Background: an optimization exercise with open tools, aiming at a short achievable clock period and few clock cycles. Do not read the settings as production practice. Function was checked by simulation only, so behaviour that the tests miss may differ from the original.

<file path="design.v">
`timescale 1ns / 1ps
`default_nettype none
module OR #(parameter WIDTH = 2)(
	input wire [WIDTH-1:0] in,
	output wire out
);
assign out = |in;
endmodule
module MUX #(
    parameter WIDTH  = 1,
    parameter INPUTS = 2
)(
    input wire [$clog2(INPUTS)-1:0] select,
    input wire [(WIDTH*INPUTS)-1:0] in,
    output wire [WIDTH-1:0] out
);
assign out = (in >> (select*WIDTH));
endmodule
`timescale 1ns / 1ps
module REGISTER #(parameter WIDTH = 8)(
	input wire rst,
	input wire clk,
	input wire load,
	input wire [WIDTH-1:0] D,
	output reg [WIDTH-1:0] Q
);
always @(posedge clk or posedge rst)
begin
    if (rst)
    begin
    	Q <= 0;
    end
    else if(load)
    begin
        Q <= D;
    end
end
endmodule
`timescale 1ns / 1ps
`default_nettype none
module MIPS(
    input wire clk,
    input wire rst,
    output wire [3:0] MemWrite,
    output wire MemRead,
    output wire [32-1:0] AddressBus,
    output wire [32-1:0] DataOut,
    input wire  [32-1:0] DataIn,
    output wire [32-1:0] ProgramCounter,
    input wire  [32-1:0] Instruction
);
parameter BYTE = 2'd2;
parameter HALF = 2'd1;
parameter WORD = 2'd0;
assign AddressBus                   = (BusCycle) ? alu_result : 32'b0;
assign ProgramCounter               = pc;
assign mips_instruction             = Instruction;
assign data_out_bus_select          = (MemWrite == 4'b1111) ? WORD : (MemWrite == 4'b0011 || MemWrite == 4'b1100) ? HALF : BYTE;
wire BusCycle;
wire [32-1:0] mips_instruction;
wire [ 5:0] opcode                 = mips_instruction[31:26];
wire [ 4:0] register_source        = mips_instruction[25:21];
wire [ 4:0] register_target        = mips_instruction[20:16];
wire [ 4:0] register_destination   = mips_instruction[15:11];
wire [ 4:0] shift_amount           = mips_instruction[10:6];
wire [ 5:0] funct                  = mips_instruction[5:0];
wire [15:0] immediate              = mips_instruction[15:0];
wire [25:0] jump_address           = mips_instruction[25:0];
wire [32-1:0] final_pc;
wire [32-1:0] next_pc;
wire [32-1:0] branch_pc_offset;
wire [32-1:0] branch_pc_offset_sign_extended;
wire [32-1:0] branch_pc;
wire [32-1:0] pc;
wire [6-1:0] ALUOp;
wire [1:0] RegInSelect;
wire [1:0] RegWriteDst;
wire [1:0] PCSrc;
wire ALUSrc;
wire RegWrite;
wire SignExtImm;
wire [32-1:0] alu_b;
wire [32-1:0] alu_result;
wire [32-1:0] memory_to_reg_data;
wire zero;
wire tribuffer_enable;
wire less_than_eq;
wire greater_than;
wire [32-1:0] read_data_1;
wire [32-1:0] read_data_2;
wire [$clog2(32)-1:0] write_address;
wire [32-1:0] immediate_extended;
wire [32-1:0] DataBusByteShifted;
wire [32-1:0] DataBusByte = DataBusByteShifted & 8'hFF;
wire [32-1:0] write_data;
wire [1:0] data_out_bus_select;
wire [32-1:0] data_out;
PROCESSOR_DECODER decoder(
    .opcode(opcode),
    .funct(funct),
    .alu_result(alu_result),
    .zero(zero),
    .less_than_eq(less_than_eq),
    .greater_than(greater_than),
    .BusCycle(BusCycle),
    .RegWriteDst(RegWriteDst),
    .RegInSelect(RegInSelect),
    .PCSrc(PCSrc),
    .ALUSrc(ALUSrc),
    .SignExtImm(SignExtImm),
    .RegWrite(RegWrite),
    .MemWrite(MemWrite),
    .MemRead(MemRead),
    .ALUOp(ALUOp)
);
REGISTER #(.WIDTH(32)) pc_register (
	.rst(rst),
	.clk(clk),
	.load(1'b1),
	.D(final_pc),
	.Q(pc)
);
ADDER #(.WIDTH(32)) adder (
	.a(pc),
    .b(32'h4),
	.y(next_pc)
);
MUX #(
    .WIDTH($clog2(32)),
    .INPUTS(3)
) register_destination_mux (
    .select(RegWriteDst),
    .in({ 31, register_target, register_destination }),
    .out(write_address)
);
REGFILE regfile(
	.clk(clk),
	.read_address_1(register_source),
    .read_address_2(register_target),
    .write_address(write_address),
	.write_enable(RegWrite),
	.write_data(write_data),
	.read_data_1(read_data_1),
    .read_data_2(read_data_2)
);
VALUE_EXTEND #(
    .INPUT_WIDTH(16),
    .OUTPUT_WIDTH(32)
) sign_extend_immediate (
    .sign_extend(SignExtImm),
	.a(immediate),
	.y(immediate_extended)
);
SHIFT_LEFT #(.AMOUNT(2))
branch_shift_immediate
(
	.a(immediate_extended),
    .y(branch_pc_offset)
);
VALUE_EXTEND #(
    .INPUT_WIDTH(16),
    .OUTPUT_WIDTH(32)
) branch_pc_offset_sign_extend
(
    .sign_extend(1),
	.a(branch_pc_offset),
	.y(branch_pc_offset_sign_extended)
);
ADDER #(.WIDTH(32)) branch_pc_adder (
	.a(branch_pc_offset_sign_extended),
    .b(next_pc),
	.y(branch_pc)
);
MUX #(
    .WIDTH(32),
    .INPUTS(4)
) final_pc_mux (
    .select(PCSrc),
    .in({ alu_result, branch_pc_offset, branch_pc, next_pc }),
    .out(final_pc)
);
MUX #(
    .WIDTH(32),
    .INPUTS(2)
) alu_source_mux (
    .select(ALUSrc),
    .in({immediate_extended, read_data_2}),
    .out(alu_b)
);
ALU alu(
    .clk(clk),
    .a(read_data_1),
    .b(alu_b),
    .ALUOp(ALUOp),
    .shift_amount(shift_amount),
    .result(alu_result),
    .zero(zero),
    .less_than_eq(less_than_eq),
    .greater_than(greater_than)
);
OR #(.WIDTH(4)
) mem_write_or (
    .in(MemWrite),
    .out(tribuffer_enable)
);
MUX #(
    .WIDTH(32),
    .INPUTS(3)
) data_out_bus_mux (
    .select(data_out_bus_select),
    .in({
        { read_data_2[ 7:0], read_data_2[7:0], read_data_2[ 7:0], read_data_2[7:0] },
        { read_data_2[15:8], read_data_2[7:0], read_data_2[15:8], read_data_2[7:0] },
        read_data_2
    }),
    .out(data_out)
);
assign DataOut = data_out;
SHIFT_RIGHT #(.WIDTH(32)
) shift_data_memory_by_address_offset (
	.a(DataIn),
    .b({ {(32-5){1'b0}}, AddressBus[1:0], 3'b0 }),
	.y(DataBusByteShifted)
);
MUX #(
    .WIDTH(32),
    .INPUTS(4)
) final_stage_write_data (
    .select(RegInSelect),
    .in({
        DataBusByte,
        next_pc,
        DataIn,
        alu_result
    }),
    .out(write_data)
);
endmodule
module PROCESSOR_DECODER(
    input wire [6-1:0]  opcode,
    input wire [6-1:0] funct,
    input wire [32-1:0] alu_result,
    input wire                      zero,
    input wire                      less_than_eq,
    input wire                      greater_than,
    output wire                     BusCycle,
    output reg [1:0]                RegWriteDst,
    output reg [1:0]                RegInSelect,
    output reg [1:0]                PCSrc,
    output reg                      ALUSrc,
    output reg                      SignExtImm,
    output reg                      RegWrite,
    output reg [3:0]                MemWrite,
    output reg                      MemRead,
    output reg [6-1:0]  ALUOp
);
assign BusCycle = (MemRead | (|MemWrite));
wire [6-1:0] immediate_funct;
IMMEDIATE_TO_ALU_CONVERTER imm_to_alu (
    .opcode(opcode),
    .instruction_function(funct),
    .alu_funct(immediate_funct)
);
always @(*)
begin
    case(opcode)
        6'b00_0000: begin
            RegWrite    <= 1;
            SignExtImm  <= 0;
            RegWriteDst <= 0;
            ALUSrc      <= 0;
            RegInSelect <= 0;
            case(funct)
                6'b00_1000,
                6'b00_1001: begin
                    PCSrc       <= 3;
                end
                default: begin
                    PCSrc       <= 0;
                end
            endcase
            MemWrite    <= 0;
            MemRead     <= 0;
            ALUOp       <= funct;
        end
        6'b00_1000,
        6'b00_1001,
        6'b00_1010,
        6'b00_1011,
        6'b00_1111: begin
            RegWrite    <= 1;
            SignExtImm  <= 1;
            RegWriteDst <= 1;
            ALUSrc      <= 1;
            RegInSelect <= 0;
            PCSrc       <= 0;
            MemWrite    <= 0;
            MemRead     <= 0;
            ALUOp       <= immediate_funct;
        end
        6'b00_1100,
        6'b00_1101,
        6'b00_1110: begin
            RegWrite    <= 1;
            SignExtImm  <= 0;
            RegWriteDst <= 1;
            ALUSrc      <= 1;
            RegInSelect <= 0;
            PCSrc       <= 0;
            MemWrite    <= 0;
            MemRead     <= 0;
            ALUOp       <= immediate_funct;
        end
        6'b00_0100: begin
            RegWrite    <= 0;
            SignExtImm  <= 0;
            RegWriteDst <= 0;
            ALUSrc      <= 0;
            RegInSelect <= 0;
            PCSrc       <= (zero) ? 1 : 0;
            MemWrite    <= 0;
            MemRead     <= 0;
            ALUOp       <= 6'b10_0010;
        end
        6'b00_0101: begin
            RegWrite    <= 0;
            SignExtImm  <= 0;
            RegWriteDst <= 0;
            ALUSrc      <= 0;
            RegInSelect <= 0;
            PCSrc       <= (!zero) ? 1 : 0;
            MemWrite    <= 0;
            MemRead     <= 0;
            ALUOp       <= 6'b10_0010;
        end
        6'b00_0111: begin
            RegWrite    <= 0;
            SignExtImm  <= 0;
            RegWriteDst <= 0;
            ALUSrc      <= 0;
            RegInSelect <= 0;
            PCSrc       <= (greater_than) ? 1 : 0;
            MemWrite    <= 0;
            MemRead     <= 0;
            ALUOp       <= 6'b10_0010;
        end
        6'b00_0110: begin
            RegWrite    <= 0;
            SignExtImm  <= 0;
            RegWriteDst <= 0;
            ALUSrc      <= 0;
            RegInSelect <= 0;
            PCSrc       <= (less_than_eq) ? 1 : 0;
            MemWrite    <= 0;
            MemRead     <= 0;
            ALUOp       <= 6'b10_0010;
        end
        6'b00_0001,
        6'b00_0001: begin
            RegWrite    <= 1'bx; 
            SignExtImm  <= 1'bx; 
            RegWriteDst <= 1'bx; 
            ALUSrc      <= 1'bx; 
            RegInSelect <= 1'bx; 
            PCSrc       <= 1'bx; 
            MemWrite    <= 1'bx; 
            MemRead     <= 1'bx; 
            ALUOp       <= 1'bx;
        end
        6'b00_0010: begin
            RegWrite    <= 0;
            SignExtImm  <= 0;
            RegWriteDst <= 0;
            ALUSrc      <= 0;
            RegInSelect <= 0;
            PCSrc       <= 2;
            MemWrite    <= 0;
            MemRead     <= 0;
            ALUOp       <= 6'b0;
        end
        6'b00_0011: begin
            RegWrite    <= 1;
            SignExtImm  <= 0;
            RegWriteDst <= 2;
            ALUSrc      <= 0;
            RegInSelect <= 2;
            PCSrc       <= 2;
            MemWrite    <= 0;
            MemRead     <= 0;
            ALUOp       <= 6'b0;
        end
        6'b10_0001,
        6'b10_0101,
        6'b11_0000:begin
            RegWrite    <= 1'bx; 
            SignExtImm  <= 1'bx; 
            RegWriteDst <= 1'bx; 
            ALUSrc      <= 1'bx; 
            RegInSelect <= 1'bx; 
            PCSrc       <= 1'bx; 
            MemWrite    <= 1'bx; 
            MemRead     <= 1'bx; 
            ALUOp       <= 1'bx;
        end
        6'b10_0100,
        6'b10_0000: begin
            RegWrite    <= 1;
            SignExtImm  <= 0;
            RegWriteDst <= 1;
            ALUSrc      <= 1;
            RegInSelect <= 3;
            PCSrc       <= 0;
            MemWrite    <= 0;
            MemRead     <= 1;
            ALUOp       <= 6'b10_0000;
        end
        6'b10_0011: begin
            RegWrite    <= 1;
            SignExtImm  <= 0;
            RegWriteDst <= 1;
            ALUSrc      <= 1;
            RegInSelect <= 1;
            PCSrc       <= 0;
            MemWrite    <= 0;
            MemRead     <= 1;
            ALUOp       <= 6'b10_0000;
        end
        6'b10_1000: begin
            RegWrite    <= 0;
            SignExtImm  <= 0;
            RegWriteDst <= 1;
            ALUSrc      <= 1;
            RegInSelect <= 0;
            PCSrc       <= 0;
            MemWrite    <= 4'b0001 << alu_result[1:0];
            MemRead     <= 0;
            ALUOp       <= 6'b10_0000;
        end
        6'b10_1001: begin
            RegWrite    <= 0;
            SignExtImm  <= 0;
            RegWriteDst <= 1;
            ALUSrc      <= 1;
            RegInSelect <= 0;
            PCSrc       <= 0;
            MemWrite    <= 4'b0011 << (alu_result[1] << 1);
            MemRead     <= 0;
            ALUOp       <= 6'b10_0000;
        end
        6'b10_1011: begin
            RegWrite    <= 0;
            SignExtImm  <= 0;
            RegWriteDst <= 1;
            ALUSrc      <= 1;
            RegInSelect <= 0;
            PCSrc       <= 0;
            MemWrite    <= 4'b1111;
            MemRead     <= 0;
            ALUOp       <= 6'b10_0000;
        end
        default: begin  
            RegWrite    <= 1'bx; 
            SignExtImm  <= 1'bx; 
            RegWriteDst <= 1'bx; 
            ALUSrc      <= 1'bx; 
            RegInSelect <= 1'bx; 
            PCSrc       <= 1'bx; 
            MemWrite    <= 1'bx; 
            MemRead     <= 1'bx; 
            ALUOp       <= 1'bx;
        end
    endcase
end
endmodule
module IMMEDIATE_TO_ALU_CONVERTER (
    input wire [6-1:0]         opcode,
    input wire [6-1:0]        instruction_function,
    output reg [6-1:0]    alu_funct
);
always @(*)
begin
    case (opcode)
        6'b00_0000:  alu_funct <= instruction_function;
        6'b00_1000:    alu_funct <= 6'b10_0000;
        6'b00_1001:   alu_funct <= 6'b10_0000;
        6'b00_1100:    alu_funct <= 6'b10_0100;
        6'b00_0100:     alu_funct <= 6'b10_0010;
        6'b00_1111:     alu_funct <= 6'b11_1101;
        6'b00_1101:     alu_funct <= 6'b10_0101;
        6'b00_1010:    alu_funct <= 6'b10_1010;
        6'b00_1110 :   alu_funct <= 6'b10_0110;
        default:     alu_funct <= 6'b0;
    endcase
end
endmodule
module ADDER #(parameter WIDTH = 32)
(
	input  wire signed [WIDTH-1:0]	a,
    input  wire signed [WIDTH-1:0]	b,
	output wire signed [WIDTH-1:0]	y
);
assign y = a + b;
endmodule
module REGFILE #(
    parameter WIDTH = 32,
    parameter COUNT = 32
)
(
	input wire  clk,
	input wire  [$clog2(COUNT)-1:0] read_address_1,
    input wire  [$clog2(COUNT)-1:0] read_address_2,
    input wire  [$clog2(COUNT)-1:0] write_address,
	input wire  write_enable,
	input wire  [WIDTH-1:0] write_data,
	output wire [WIDTH-1:0] read_data_1,
    output wire [WIDTH-1:0] read_data_2
);
reg		[31:0]	register_file [0:COUNT-1];
assign read_data_1 = (read_address_1 != 0) ? register_file[read_address_1] : 0;
assign read_data_2 = (read_address_2 != 0) ? register_file[read_address_2] : 0;
always @(posedge clk)
begin
    if (write_enable)
    begin
        register_file[write_address] <= write_data;
    end
end
endmodule
module ALU(
    input wire                              clk,
	input wire 	[32-1:0]	    a,
    input wire 	[32-1:0]       b,
	input wire 	[6-1:0]   ALUOp,
    input wire  [4:0]                       shift_amount,
	output reg	[32-1:0]       result,
	output wire			                    zero,
    output wire			                    less_than_eq,
    output wire			                    greater_than
);
wire signed [32-1:0] signed_a;
wire signed [32-1:0] signed_b;
assign signed_a = a;
assign signed_b = b;
assign zero         = (result == 32'b0);
assign less_than_eq = (signed_a <= 0);
assign greater_than = (signed_a > 0);
reg	[32-1:0] high_result;
reg	[32-1:0]  low_result;
always @(*)
begin
    case(ALUOp)
        6'b10_0000:       result <=  (signed_a + signed_b);
        6'b10_0001:      result <=  (a + b);
        6'b10_0100:       result <=  (a & b);
        6'b10_0001:       result <= 32'hxxxxxxxx;  
        6'b10_0000:       result <= 32'hxxxxxxxx;  
        6'b00_1001:      result <=  a;
        6'b00_1000:        result <=  a;
        6'b01_0000:      result <=  high_result;
        6'b01_0010:      result <=  low_result;
        6'b10_0111:       result <= ~(a | b);
        6'b10_0101:        result <=  (a | b);
        6'b00_0000:       result <=  (b << shift_amount);
        6'b00_0100:      result <=  (a << b);
        6'b10_1010:       result <=  (signed_a < signed_b) ? 32'b1 : 32'b0;
        6'b10_1011:      result <=  (a < b) ? 32'b1 : 32'b0;
        6'b00_0011:       result <=  (b >>> shift_amount);
        6'b00_0111:      result <=  (a >>> b);
        6'b00_0010:       result <=  (b >> shift_amount);
        6'b00_0110:      result <=  (a >> b);
        6'b10_0010:       result <=  (signed_a - signed_b);
        6'b10_0011:      result <=  (a - b);
        6'b10_0110:       result <=  (a ^ b);
        6'b11_1101:     result <= (b << 32/2);
        default:                result <= 32'hxxxxxxxx;
        6'b01_1000, 6'b01_1001,
        6'b01_1010, 6'b01_1011:
                                result <= 0;
    endcase
end
wire [63:0] product = $signed(signed_a) * $signed(signed_b);
wire [32-1:0] abs_a = signed_a[32-1] ? -a : a;
wire [32-1:0] abs_b = signed_b[32-1] ? -b : b;
wire [32-1:0] abs_q = abs_a / abs_b;
wire [32-1:0] abs_r = abs_a % abs_b;
wire [32-1:0] quotient  = (b == 0) ? {32{1'b1}} :
                                       (a[32-1] ^ b[32-1]) ? -abs_q : abs_q;
wire [32-1:0] remainder = (b == 0) ? a :
                                       a[32-1] ? -abs_r : abs_r;
always @(posedge clk)
begin
    case(ALUOp)
        6'b01_1000, 6'b01_1001:
            { high_result, low_result } <= product;
        6'b01_1010, 6'b01_1011:
        begin
            high_result <= remainder;
            low_result  <= quotient;
        end
        default: ;
    endcase
end
endmodule
module VALUE_EXTEND #(
    parameter INPUT_WIDTH = 16,
    parameter OUTPUT_WIDTH = 32
)
(
    input  wire                     sign_extend,
	input  wire [INPUT_WIDTH-1:0]   a,
	output wire [OUTPUT_WIDTH-1:0]  y
);
wire [OUTPUT_WIDTH-1:0] sign_extended_value = { { (OUTPUT_WIDTH-INPUT_WIDTH){ a[INPUT_WIDTH-1] } }, a };
wire [OUTPUT_WIDTH-1:0] zero_extended_value = { { (OUTPUT_WIDTH-INPUT_WIDTH){ 1'b0 } }, a };
assign y = (sign_extend) ? sign_extended_value : zero_extended_value;
endmodule
module SHIFT_LEFT #(parameter AMOUNT = 2)
(
	input wire [32-1:0]	a,
	output wire	[32-1:0]	y
);
assign y = (a << AMOUNT);
endmodule
module SHIFT_RIGHT #(parameter WIDTH = 32)
(
	input wire  [WIDTH-1:0]	a,
    input wire  [WIDTH-1:0] b,
	output wire	[WIDTH-1:0]	y
);
assign y = (a >> b);
endmodule
module MULT #(parameter WIDTH = 32)(
    input wire              sign,
    input  wire [WIDTH-1:0] a,
    input  wire [WIDTH-1:0] b,
    output wire [(WIDTH*2)-1:0] out
);
wire [WIDTH-1:0] signed_a = a;
wire [WIDTH-1:0] signed_b = b;
wire [(WIDTH*2)-1:0] signed_product   = signed_a * signed_b;
wire [(WIDTH*2)-1:0] unsigned_product =        a * b;
assign out = (sign) ? signed_product : unsigned_product;
endmodule
module DIV #(parameter WIDTH = 32)(
    input  wire [WIDTH-1:0] a,
    input  wire [WIDTH-1:0] b,
    output wire [WIDTH-1:0] quotient,
    output wire [WIDTH-1:0] modulus
);
assign quotient = a / b;
assign modulus  = a % b;
endmodule
</file>
<file path="run.sh">
#!/bin/bash
# synth_recipe.tcl (not shown) runs the flow's synth.tcl, then flattens the netlist and writes it again
# the make line also repeats each setting of config.mk as NAME=value (left out here)
make -C /OpenROAD-flow-scripts/flow DESIGN_CONFIG=/design/flow/config.mk WORK_HOME=/design/flow/orfs CLKGATE_MAP_FILE= SYNTH_SCRIPT=/design/flow/synth_recipe.tcl finish
</file>
<file path="config.mk">
export PLATFORM = sky130hd
export DESIGN_NAME = MIPS
export DESIGN_NICKNAME = MIPS
export VERILOG_FILES = /design/flow/design.v
export SDC_FILE = /design/flow/constraint.sdc
export NUM_CORES = 4
export LEC_CHECK = 0
export CAP_MARGIN = 20
export CORE_MARGIN = 2
export CORE_UTILIZATION = 40
export SLEW_MARGIN = 20
</file>
<file path="constraint.sdc">
create_clock -name core_clock -period 110.0 [get_ports {clk}]
set_input_delay 22.0000 -clock core_clock [delete_from_list [all_inputs] [get_ports {clk}]]
set_output_delay 22.0000 -clock core_clock [all_outputs]
set_load 0.01 [all_outputs]
</file>
==> summary.txt <==
[metal layers]
metal / up-vias / wire, um
met5: - / 329
met2: 8965 / 297000
li1: 53042 / -
met3: 2054 / 85200
met4: 48 / 56900
met1: 64811 / 267000
[layout make-up]
cell class,instances,area (um^2)
Antenna cell,44,110
Timing Repair Buffer,1134,9510
Clock buffer,135,3020
Inverter,1518,5700
Fill cell,33130,188000
Tap cell,4578,5730
Sequential cell,1120,33500
Multi-Input combinational cell,11131,98500
Clock inverter,89,1060
[cell families (layout without fill, tap and decap cells)]
kind of cell / Yosys count / after routing
muxes: 1033 / 1033
AOI/OAI and AO/OA: 3093 / 3093
DFF: 1120 / 1120
other: 0 / 44
and+or+nand+nor: 4436 / 4437
xor gates and xnor gates: 605 / 605
buffers and inverters: 2362 / 2876
adders and majority gates: 1963 / 1963
[sequential cells by signal, summed over array words and instances, names as in the netlist]
signal / count
alu.low_result: 32
alu.high_result: 32
pc_register.Q: 32
regfile.register_file: 1024
[worst min path at each step]
stage	start	end	slack [ps]	depth (start not counted)
finish	pc_register.Q[1]	pc_register.Q[1]	850	2
global route	pc_register.Q[0]	pc_register.Q[0]	850	2
CTS	pc_register.Q[0]	pc_register.Q[0]	810	2
detailed placement	pc_register.Q[0]	pc_register.Q[0]	800	2
global placement	pc_register.Q[0]	pc_register.Q[0]	800	2
floorplan	pc_register.Q[0]	pc_register.Q[0]	530	2
[worst reg2reg max path, delay by kind of cell (launching register included)]
family                     cells  cell delay, ps
buffers and inverters         40            7060
adders and majority gates     31           10010
xor gates and xnor gates       3             570
muxes                          5            1380
DFF                            1             410
and+or+nand+nor               97           18990
AOI/OAI and AO/OA            223           46240
[synthesized netlist by cell type (30+ instances only)]
cell type	instances
inv_1	1489
a21o_1	198
nor2_1	1236
a21boi_0	35
buf_1	199
nor4_1	68
buf_2	72
o2111ai_1	32
a31oi_1	120
xor2_1	163
a211oi_1	120
nor3_1	341
a2111oi_0	59
nand2b_1	91
o21ai_0	574
mux2_2	94
or2_2	79
fa_1	1087
edfxtp_1	1088
o31ai_1	80
nand2_1	1774
mux4_2	526
xnor2_1	442
o211ai_1	116
dfrtp_1	32
o21bai_1	63
o311ai_0	30
and3_1	82
a211o_1	35
o22ai_1	102
or3_1	101
nor2b_1	112
a22oi_1	84
a21oi_1	734
nand3_1	241
o21a_1	202
and2_1	69
mux2i_1	410
a221oi_1	54
clkbuf_1	525
ha_1	876
nand4_1	91
a22o_1	49
[repair_timing]
action | 4_1_cts | 5_1_grt
endpoints found under the hold margin | 0 | 0
endpoints found under the setup margin | 62 | 64
gates cloned | 0 | 3
buffers inserted | 3 | 41
gates resized for setup | 35 | 245
pin swaps | 4 | 46
[per-stage QoR]
step	TNS [ps]	setup WS [ps]	util
finish	0	3570	0.455
global route	-7320	-360	0.454
CTS	0	48.0	0.450
detailed placement	-110170	-2640	0.438
global placement	-74720	-2100	0.438
floorplan	0	54.7	-
==> summary.txt <==
status=finished clean; Final Max Tran Viols=0; Yosys top cell area share=0.236; max_cap viols=0; gr usage total=0.394; Max Fanout on Critical Path=27; H-tree levels=3; Initial Utilization=0.401; crit share post-route=0.968; post-synthesis mux area share=0.123; Worst-Skew Late Latency=approximately 840 ps; Cell Area, Synth=139,000 um^2; fin crit period=roughly 110,000 ps; hold buffers post-CTS=0; Yosys reg bits=between 1,000 and 1,500; nature of the critical path endpoint=register; Antenna Nets Post-Route=0; total global routing overflow=0; count of final setup violators=0; Final Hold Viols=0; Worst EP arrival=106,960 ps; first-pass GRT wire length=970,000 um; Post-Synth Simple-Gate Area=0.144; total CTS buffers=between 100 and 150; r2r setup slk=around 25,000 ps; initial DRC count=~19,000; Row Count=between 200 and 250; number of synthesized flops with an enable pin=around 1,100; P&R area growth vs syn=13.4%; drt wl/cell=roughly 36 um; DRT Pass-1 Iters=9; share of flip-flops with an asynchronous set or reset=0.0286; Most Crowded Layer GR=met2; met3 Usage GRT=0.107; # port buffers=approximately 170; TritonCTS clock tree=done; WS Path Type=primary input to register; DP HPWL=about 530,000 um; critical path's largest stage delay=740 ps; deepest clock path buffer count=3; Largest delay share family, worst path=compound AO/OA/AOI/OAI gates; fin cells=slightly below 20,000; met2 Usage GRT=0.577; hold crit path type=register to register; critical path required time=between 100,000 and 150,000 ps; Crit. Startpoint=Instruction[19]; prevailing post-synth register cell=edfxtp_1; vias in the first global route=around 120k; Worst Skew=approximately 91 ps; Slew @ Worst Pin=1430 ps; antenna violations before repair=82; Clock transition at path regs=around 70 ps; worst path bufs/invs=43; Mapped Cells=14,612; drt via density=between 6 and 7; relative max-transition margin=0.0454; most frequent cells in the layout=nand2_1 (1,766), inv_1 (1,484), nor2_1 (1,171); share of cells above drive strength 1=0.158; Die Span Y=approximately 590 um; Max Freq=between 9 and 10 MHz; post-synthesis cell type count=125; post-synthesis compound-gate area fraction=0.150; Yosys warning count=8; # DRC=0; Placed Instance Area=about 150,000 um^2; core area=approximately 350,000 um^2; Fin Hold WS=847 ps; CTS root buffer=clkbuf_16; Synth Area in XOR/XNOR=0.0383; dpl cells=19,433; routed wire length=between 700,000 and 800,000 um; worst r2r dst=alu.low_result[19]; Startpoint Class=primary input; largest net degree at the start of global routing=slightly above 80; most common cell after layout, fill and taps aside=nand2_1; area share of fa/ha/maj cells after synthesis=0.236; Seq/Total Area, Yosys=0.242; Synth area leaders=edfxtp_1 (24%), fa_1 (16%), mux4_2 (8.6%); Critical R2R Launch=regfile.register_file[12][4]; r2r worst-path depth=399; I/O pin total=approximately 170; Critical Path Most Common Cell=o21a_1; Final Cell Area=around 160,000 um^2; vias post-DR=128,920; post-synth top area cell=edfxtp_1; clock sink total=roughly 1,100; Die Wd=between 500 and 600 um; largest family of logic cells by synthesized area=adder cells; Critical Path Stages=between 400 and 500; Total Nets Final=roughly 17,000; final RePlAce weighted congestion=1.13; Critical path destination=alu.low_result[19]; Synth Net Count=16,641; Die Area=approximately 350,000 um^2; met1 GRT Util=0.512; mean post-synth cell area=roughly 9.5 um^2; CP max-delay cell=o21ai_0

[port drivers added, routing unchanged]
Ports are ideal in the flow. The routed layout listed here was re-timed in OpenROAD. Step 1 assumes that a clkbuf_16 drives the clock port and a buf_2 every other input. Step 2 also shifts input and output timing later by t, the mid clock arrival at the registers, as if the neighbouring blocks saw the same clock. Slacks: ideal ports / drivers / drivers and shift; pairs: ideal ports / drivers.
t (ns): 0.897
setup WS [ns]: 3.572 / 3.596 / 2.698
worst setup path after step 2: input to register
After both steps setup and hold are still met in this run. For this run, drivers alone change the setup slack by +0.024 ns; drivers and shift together by -0.874 ns.
